Background: an optimization exercise with open tools, aiming at small area. Do not read the settings as production practice.
Function was checked by simulation only, so behaviour that the tests miss may differ from the original.

**design/flow/config.mk**
```make
export PLATFORM = sky130hd
export DESIGN_NAME = dct_top
export DESIGN_NICKNAME = dct_top
export VERILOG_FILES = /design/flow/design.v
export SDC_FILE = /design/flow/constraint.sdc
export NUM_CORES = 4
export LEC_CHECK = 0
export CAP_MARGIN = 20
export CORE_MARGIN = 2
export CORE_UTILIZATION = 40
export SLEW_MARGIN = 20
```
**design/flow/constraint.sdc**
```tcl
create_clock -name core_clock -period 12.0 [get_ports {clk}]
set_input_delay 2.4000 -clock core_clock [delete_from_list [all_inputs] [get_ports {clk}]]
set_output_delay 2.4000 -clock core_clock [all_outputs]
set_load 0.01 [all_outputs]
```
**design/flow/design.v**
```verilog
module dct_1d
#(  parameter BWi = 8,
    parameter BWo = BWi + 2)
(
    input  [BWi-1:0] x0, x1, x2, x3, x4, x5, x6, x7,
    output [BWo-1:0] y0, y1, y2, y3, y4, y5, y6, y7
);
wire signed [BWi-1:0] d0 = x0, d1 = x1, d2 = x2, d3 = x3, d4 = x4, d5 = x5, d6 = x6, d7 = x7;
wire signed [BWi:0] v0, v1, v2, v3, v4, v5, v6, v7;
wire signed [BWi+1:0] v8, v9, v10, v11, v12, vv13, v14;
wire signed [BWi+2:0] v15, v16, vv17, vv18;
wire signed [BWi+3:0] v13;
wire signed [BWi+3:0] v17, v18, v19, v20, v21, v22, v23, v24;
wire signed [BWi+3:0] v25, v26, v27, v28;
wire signed [BWi+3:0] out1, out2, out3, out4, out5, out6, out7;
assign v0 = {d0[BWi-1], d0} + {d7[BWi-1], d7};
assign v1 = {d1[BWi-1], d1} + {d6[BWi-1], d6};
assign v2 = {d2[BWi-1], d2} + {d5[BWi-1], d5};
assign v3 = {d3[BWi-1], d3} + {d4[BWi-1], d4};
assign v4 = {d3[BWi-1], d3} - {d4[BWi-1], d4};
assign v5 = {d2[BWi-1], d2} - {d5[BWi-1], d5};
assign v6 = {d1[BWi-1], d1} - {d6[BWi-1], d6};
assign v7 = {d0[BWi-1], d0} - {d7[BWi-1], d7};
assign v8 = v0 + v3;
assign v9 = v1 + v2;
assign v10 = v1 - v2;
assign v11 = v0 - v3;
assign v12 = -v4 - v5;
assign vv13 = v5 + v6;
assign v13 = ((vv13 <<< 1) + vv13) >>> 2;
assign v14 = v6 + v7;
assign v15 = v8 + v9;
assign v16 = v8 - v9;
assign vv17 = v10 + v11;
assign vv18 = v12 + v14;
assign v17 = ((vv17 <<< 1) + vv17) >>> 2;
assign v18 = ((vv18 <<< 1) + vv18) >>> 3;
assign v19 = ((-v12) >>> 1) - v18;
assign v20 = (((v14 <<< 2) + v14) - (v18 <<< 2)) >>> 2;
assign v21 = v17 + v11;
assign v22 = v11 - v17;
assign v23 = v13 + v7;
assign v24 = v7 - v13;
assign v25 = v19 + v24;
assign v26 = v23 + v20;
assign v27 = v23 - v20;
assign v28 = v24 - v19;
assign out1 = v26 >>> 1;
assign out2 = v21 >>> 1;
assign out3 = ((v28 <<< 2) + v28) >>> 3;
assign out4 = ((v16 <<< 1) + v16) >>> 2;
assign out5 = ((v25 <<< 3) - v25) >>> 3;
assign out6 = (v22 + (v22 <<< 2)) >>> 2;
assign out7 = ((v27 <<< 2) + v27) >>> 1;
assign y0 = v15[BWi+2 -: BWo];
assign y1 = {out1[BWi+3], out1[0 +: BWo - 1]};
assign y2 = {out2[BWi+3], out2[0 +: BWo - 1]};
assign y3 = {out3[BWi+3], out3[0 +: BWo - 1]};
assign y4 = {out4[BWi+3], out4[0 +: BWo - 1]};
assign y5 = {out5[BWi+3], out5[0 +: BWo - 1]};
assign y6 = {out6[BWi+3], out6[0 +: BWo - 1]};
assign y7 = {out7[BWi+3], out7[0 +: BWo - 1]};
endmodule
module dct_top(
    output [11:0] dct_data_out,
    input  [7:0]  dct_data_in,
    input  clk, rst, enb
);
localparam NP = 90;             
reg  [7:0]  P [0:NP-1];
reg  [11:0] B [0:55];           
reg  [9:0]  T [56:63];          
reg  [5:0]  ph;                 
wire row_ins = (ph[2:0] == 3'd1);           
wire conv    = (ph >= 6'd18) && (ph <= 6'd25);   
wire [9:0] r0, r1, r2, r3, r4, r5, r6, r7;
wire [11:0] c0, c1, c2, c3, c4, c5, c6, c7;
dct_1d #(.BWi(8)) ROW (
    .x0(P[89]), .x1(P[88]), .x2(P[87]), .x3(P[86]),
    .x4(P[85]), .x5(P[84]), .x6(P[83]), .x7(P[82]),
    .y0(r0), .y1(r1), .y2(r2), .y3(r3), .y4(r4), .y5(r5), .y6(r6), .y7(r7));
dct_1d #(.BWi(10)) COL (
    .x0(B[0][9:0]),  .x1(B[8][9:0]),  .x2(B[16][9:0]), .x3(B[24][9:0]),
    .x4(B[32][9:0]), .x5(B[40][9:0]), .x6(B[48][9:0]), .x7(T[56]),
    .y0(c0), .y1(c1), .y2(c2), .y3(c3), .y4(c4), .y5(c5), .y6(c6), .y7(c7));
assign dct_data_out = conv ? c0 : B[0];
integer i;
always @(posedge clk) begin
    if (rst) ph <= 6'd0;
    else if (enb) ph <= ph + 6'd1;
    if (rst) P[0] <= 8'd0;
    else P[0] <= dct_data_in;
    for (i = 1; i < NP; i = i + 1) P[i] <= P[i-1];
    for (i = 0; i < 55; i = i + 1) B[i] <= B[i+1];
    B[55] <= {2'b00, T[56]};
    for (i = 56; i < 63; i = i + 1) T[i] <= T[i+1];
    if (conv) begin
        B[7]  <= c1;
        B[15] <= c2;
        B[23] <= c3;
        B[31] <= c4;
        B[39] <= c5;
        B[47] <= c6;
        B[55] <= c7;
    end
    if (row_ins) begin
        T[56] <= r0; T[57] <= r1; T[58] <= r2; T[59] <= r3;
        T[60] <= r4; T[61] <= r5; T[62] <= r6;
    end
    T[63] <= r7;
end
endmodule
```
**design/flow/run.sh**
```bash
#!/bin/bash
# synth_recipe.tcl (not shown) runs the flow's synth.tcl, then flattens the netlist and writes it again
# the make line also repeats each setting of config.mk as NAME=value (left out here)
make -C /OpenROAD-flow-scripts/flow DESIGN_CONFIG=/design/flow/config.mk WORK_HOME=/design/flow/orfs CLKGATE_MAP_FILE= SYNTH_SCRIPT=/design/flow/synth_recipe.tcl finish
```
==> run summary <==
The flow ran to the end and the layout has no timing, DRC or antenna violations. The violation count after the first detailed-route iteration was 1768. The tools report the TritonCTS buffer count as 145. The logs give 1.53 ns for the placement-stage worst setup slack and 4 for the total number of H-tree levels.

The total DRC errors in the routed layout was 0; the clock latency at the later pin of the worst-skew pair was 0.78 ns. For this design, the sink count on the clock tree is 1478. For this run, the leading register cell type out of synthesis is sky130_fd_sc_hd__dfxtp_1.

Counting stages on the worst path, the most repeated cell is sky130_fd_sc_hd__ha_1. Yosys mapped the design onto 80 distinct sky130hd cell types. The run gives 35669 as the count of vias placed by the detailed router. The clock slew at the register clock pins of the worst setup and hold paths was 0.07 ns; the total of flip-flops plus latches after synthesis was 1478. The min-delay analysis places its worst path in the category flip-flop to flip-flop. The critical path is of the flip-flop to flip-flop type. The commonest cells after synthesis are sky130_fd_sc_hd__dfxtp_1, sky130_fd_sc_hd__ha_1, sky130_fd_sc_hd__inv_1, sky130_fd_sc_hd__a21oi_1, sky130_fd_sc_hd__xnor2_1. After global routing the overflow that remains totals 0. After filler insertion, the fill cell instance count of the layout stands at 14001. Once detailed placement completed, the half-perimeter wirelength came to 94.8 mm. Post-CTS repair changed the size of 0 cells. Root buffer cell: sky130_fd_sc_hd__clkbuf_16. Setup repair after global routing left no endpoint under its margin. The minimum setup slack in the final design came out at 1.56 ns. The placed instance count was 7574.

The ratio of cells with drive above 1 in the final layout was 0.0519; the layout overhead on the synthesized area was 12.6%. Hold repair after CTS inserted 0 buffers. For this design the top-level I/O count stands at 23. After detailed placement, the total cell area comes to 62700 sq um.

The share of the clock period used by the worst path after layout was 0.870. The number of antenna violations at the first check in global routing is 8. The type of origin of the critical path is a flip-flop. The total nets after synthesis is 6469, and the number of buffers inserted to repair setup after CTS is 0.

The share of flip-flops with an asynchronous set or reset after synthesis was 0; the layout net count was 6566. The tools report the global-route wire length before repair as 191 mm. The number of enable-type register cells in the synthesized netlist is 0, and the max capacitance violation total is 0. For the final routed database, the setup TNS stands at 0 ns. The tools report the post-synthesis instance total as 5608.

The tools report the number of warnings reported in the yosys synthesis log as 7. The tools report the kind of capture point of the worst setup path as a flip-flop. The tightest slew margin relative to the limit is 0.362.

The part of the Yosys area used for sequential elements came out at 0.491. The routability-driven placement congestion ratio is 0.885. The transition at the pin with the smallest max-transition slack was 0.933 ns; the number of antenna cells inserted was 0. On the worst path, the slowest cell contributes a delay of 0.61 ns. Design area: 67800 sq um. Sorting the synthesized cells by area gives the leading types as sky130_fd_sc_hd__dfxtp_1, sky130_fd_sc_hd__ha_1, sky130_fd_sc_hd__xnor2_1.

TritonCTS built the clock tree. The mean instance size in the synthesized netlist is 10.7 sq um. The count of cells in the finished layout, fillers not included, comes to 7836.

The number of buffers on the longest clock path was 3; the count of buffers from port buffering was 22. The largest total area in the synthesized netlist belongs to sky130_fd_sc_hd__dfxtp_1. The fraction of post-synthesis cell area in the top cell type by area works out to 0.491. The total routing usage reported by global routing came out at 0.159. Die boundary height: 392 microns.

The most common cell in the synthesized netlist is sky130_fd_sc_hd__dfxtp_1. The tools report the final max-slew violation count as 0.

The required time at the endpoint of the critical path came out at 12.64 ns. Of all nets on the critical path, the largest fanout is 9. The critical path data arrival time was 11.08 ns; the total iterations of the first detailed-routing run was 5. The maximum operating frequency was 0.0958 GHz; the overall routed net length was 121 mm.

The core region area was 150000 sq um. The highest-delay cell along the critical path was sky130_fd_sc_hd__a211oi_1. The total count of hold-check failures in the final report is 0, and the initial core utilization is 0.403. The time the final worst path needs with I/O delays and setup came out at 10.44 ns. Detailed-route wire length per cell: 15.4 microns. Entering global routing, the biggest net connects 174 pins.

In the routed layout, each cell is associated on average with a via count of 4.55. The setup-violating endpoint count in the final report is 0, and the number of rows in the core area is 142. The synthesized netlist occupies a cell area of 60200 sq um.

The via count of the first global-routing pass came out at 34743. The overall die area came out at 154000 sq um. In this run the horizontal extent of the chip is 392 microns.

The final worst clock skew came out at 0.0346 ns. The detail route stage leaves a number of antenna-violating nets equal to 0.
[final timing paths]
| kind | from | to | slack, ns | cells after the start |
|---|---|---|---|---|
| setup / recovery | B[16][0] | B[39][10] | 1.56 | 46 |
| hold / removal | P[18][0] | P[19][0] | 0.30 | 0 |
| setup reg to reg | B[16][0] | B[39][10] | 1.56 | 46 |
| hold reg to reg | P[18][0] | P[19][0] | 0.30 | 0 |
[cells by family (layout without fill, tap and decap cells)]
| group | count (synthesis) | count (layout) | share of synthesized area |
|---|---|---|---|
| buffers and inverters | 740 | 952 | 0.0467 |
| DFF | 1478 | 1478 | 0.491 |
| xor gates and xnor gates | 616 | 616 | 0.0913 |
| AOI/OAI and AO/OA | 1185 | 1185 | 0.121 |
| muxes | 18 | 18 | 0.00322 |
| adders and majority gates | 853 | 853 | 0.192 |
| and+or+nand+nor | 718 | 718 | 0.0548 |
[critical path: cells and delay by family (launching register included)]
| kind | cells | cell delay (ns) |
|---|---|---|
| DFF | 1 | 0.33 |
| and+or+nand+nor | 3 | 0.21 |
| xor gates and xnor gates | 8 | 1.94 |
| AOI/OAI and AO/OA | 22 | 4.42 |
| adders and majority gates | 9 | 3.10 |
| buffers and inverters | 4 | 0.26 |
[sequential cells by signal (all words and copies together) (netlist names)]
| name | cells |
|---|---|
| P | 720 |
| B | 672 |
| T | 80 |
| ph | 6 |
[stage by stage]
| step | utilization | hold slack (ns) |
|---|---|---|
| floorplan | - | 0.310 |
| finish | 0.453 | 0.300 |
| detailed placement | 0.419 | 0.312 |
| global route | 0.453 | 0.306 |
| global placement | 0.419 | 0.310 |
| CTS | 0.453 | 0.297 |
[cell usage in the layout (no fill, tap or decap), types with 147 or more instances in the layout]
| cell | count |
|---|---|
| sky130_fd_sc_hd__a21oi_1 | 430 |
| sky130_fd_sc_hd__nand2_1 | 232 |
| sky130_fd_sc_hd__clkbuf_16 | 147 |
| sky130_fd_sc_hd__dfxtp_1 | 1478 |
| sky130_fd_sc_hd__ha_1 | 730 |
| sky130_fd_sc_hd__xnor2_1 | 424 |
| sky130_fd_sc_hd__xor2_1 | 184 |
| sky130_fd_sc_hd__o21ai_0 | 259 |
| sky130_fd_sc_hd__nor2_1 | 251 |
| sky130_fd_sc_hd__inv_1 | 665 |
| sky130_fd_sc_hd__o21bai_1 | 233 |
[final cells by class]
class	instances	area [sq um]	share of cell area
inverter	665	2500	0.0368
sequential	1478	29600	0.436
multi-input combinational	3390	27800	0.411
clock inverter	79	1080	0.0160
timing repair buffer	25	255	0.00376
clock buffer	183	4020	0.0593
tap	2016	2520	0.0372
[routing by layer]
| layer | part of all wire | vias up | GRT usage |
|---|---|---|---|
| li1 | - | 18587 | - |
| met1 | 0.51 | 16417 | 0.229 |
| met2 | 0.43 | 494 | 0.242 |
| met3 | 0.038 | 167 | 0.0279 |
| met4 | 0.025 | 4 | 0.0511 |
| met5 | 0.00022 | - | 0 |

## what the ideal ports hide
In the flow no input, the clock included, has a driving cell. The finished layout below was timed again as built, in two steps.
Step 1 sets driving cells, clkbuf_16 on the clock port and buf_2 on the other inputs (assumed; they add their load-dependent delay and slew).
Step 2 also shifts input and output timing later by t, the mid clock arrival at the registers, as if the neighbouring blocks saw the same clock.
a / b / c = ideal ports / drivers / drivers and shift; a / b = the first two.
t, ns: 0.833
slack for setup (ns): 1.564 / 1.564 / 1.564
worst data-port slew with drivers (ns): 0.09
After both steps setup and hold are still met in this run. For this run, drivers alone change the setup slack by 0.000 ns; drivers and shift together by 0.000 ns.
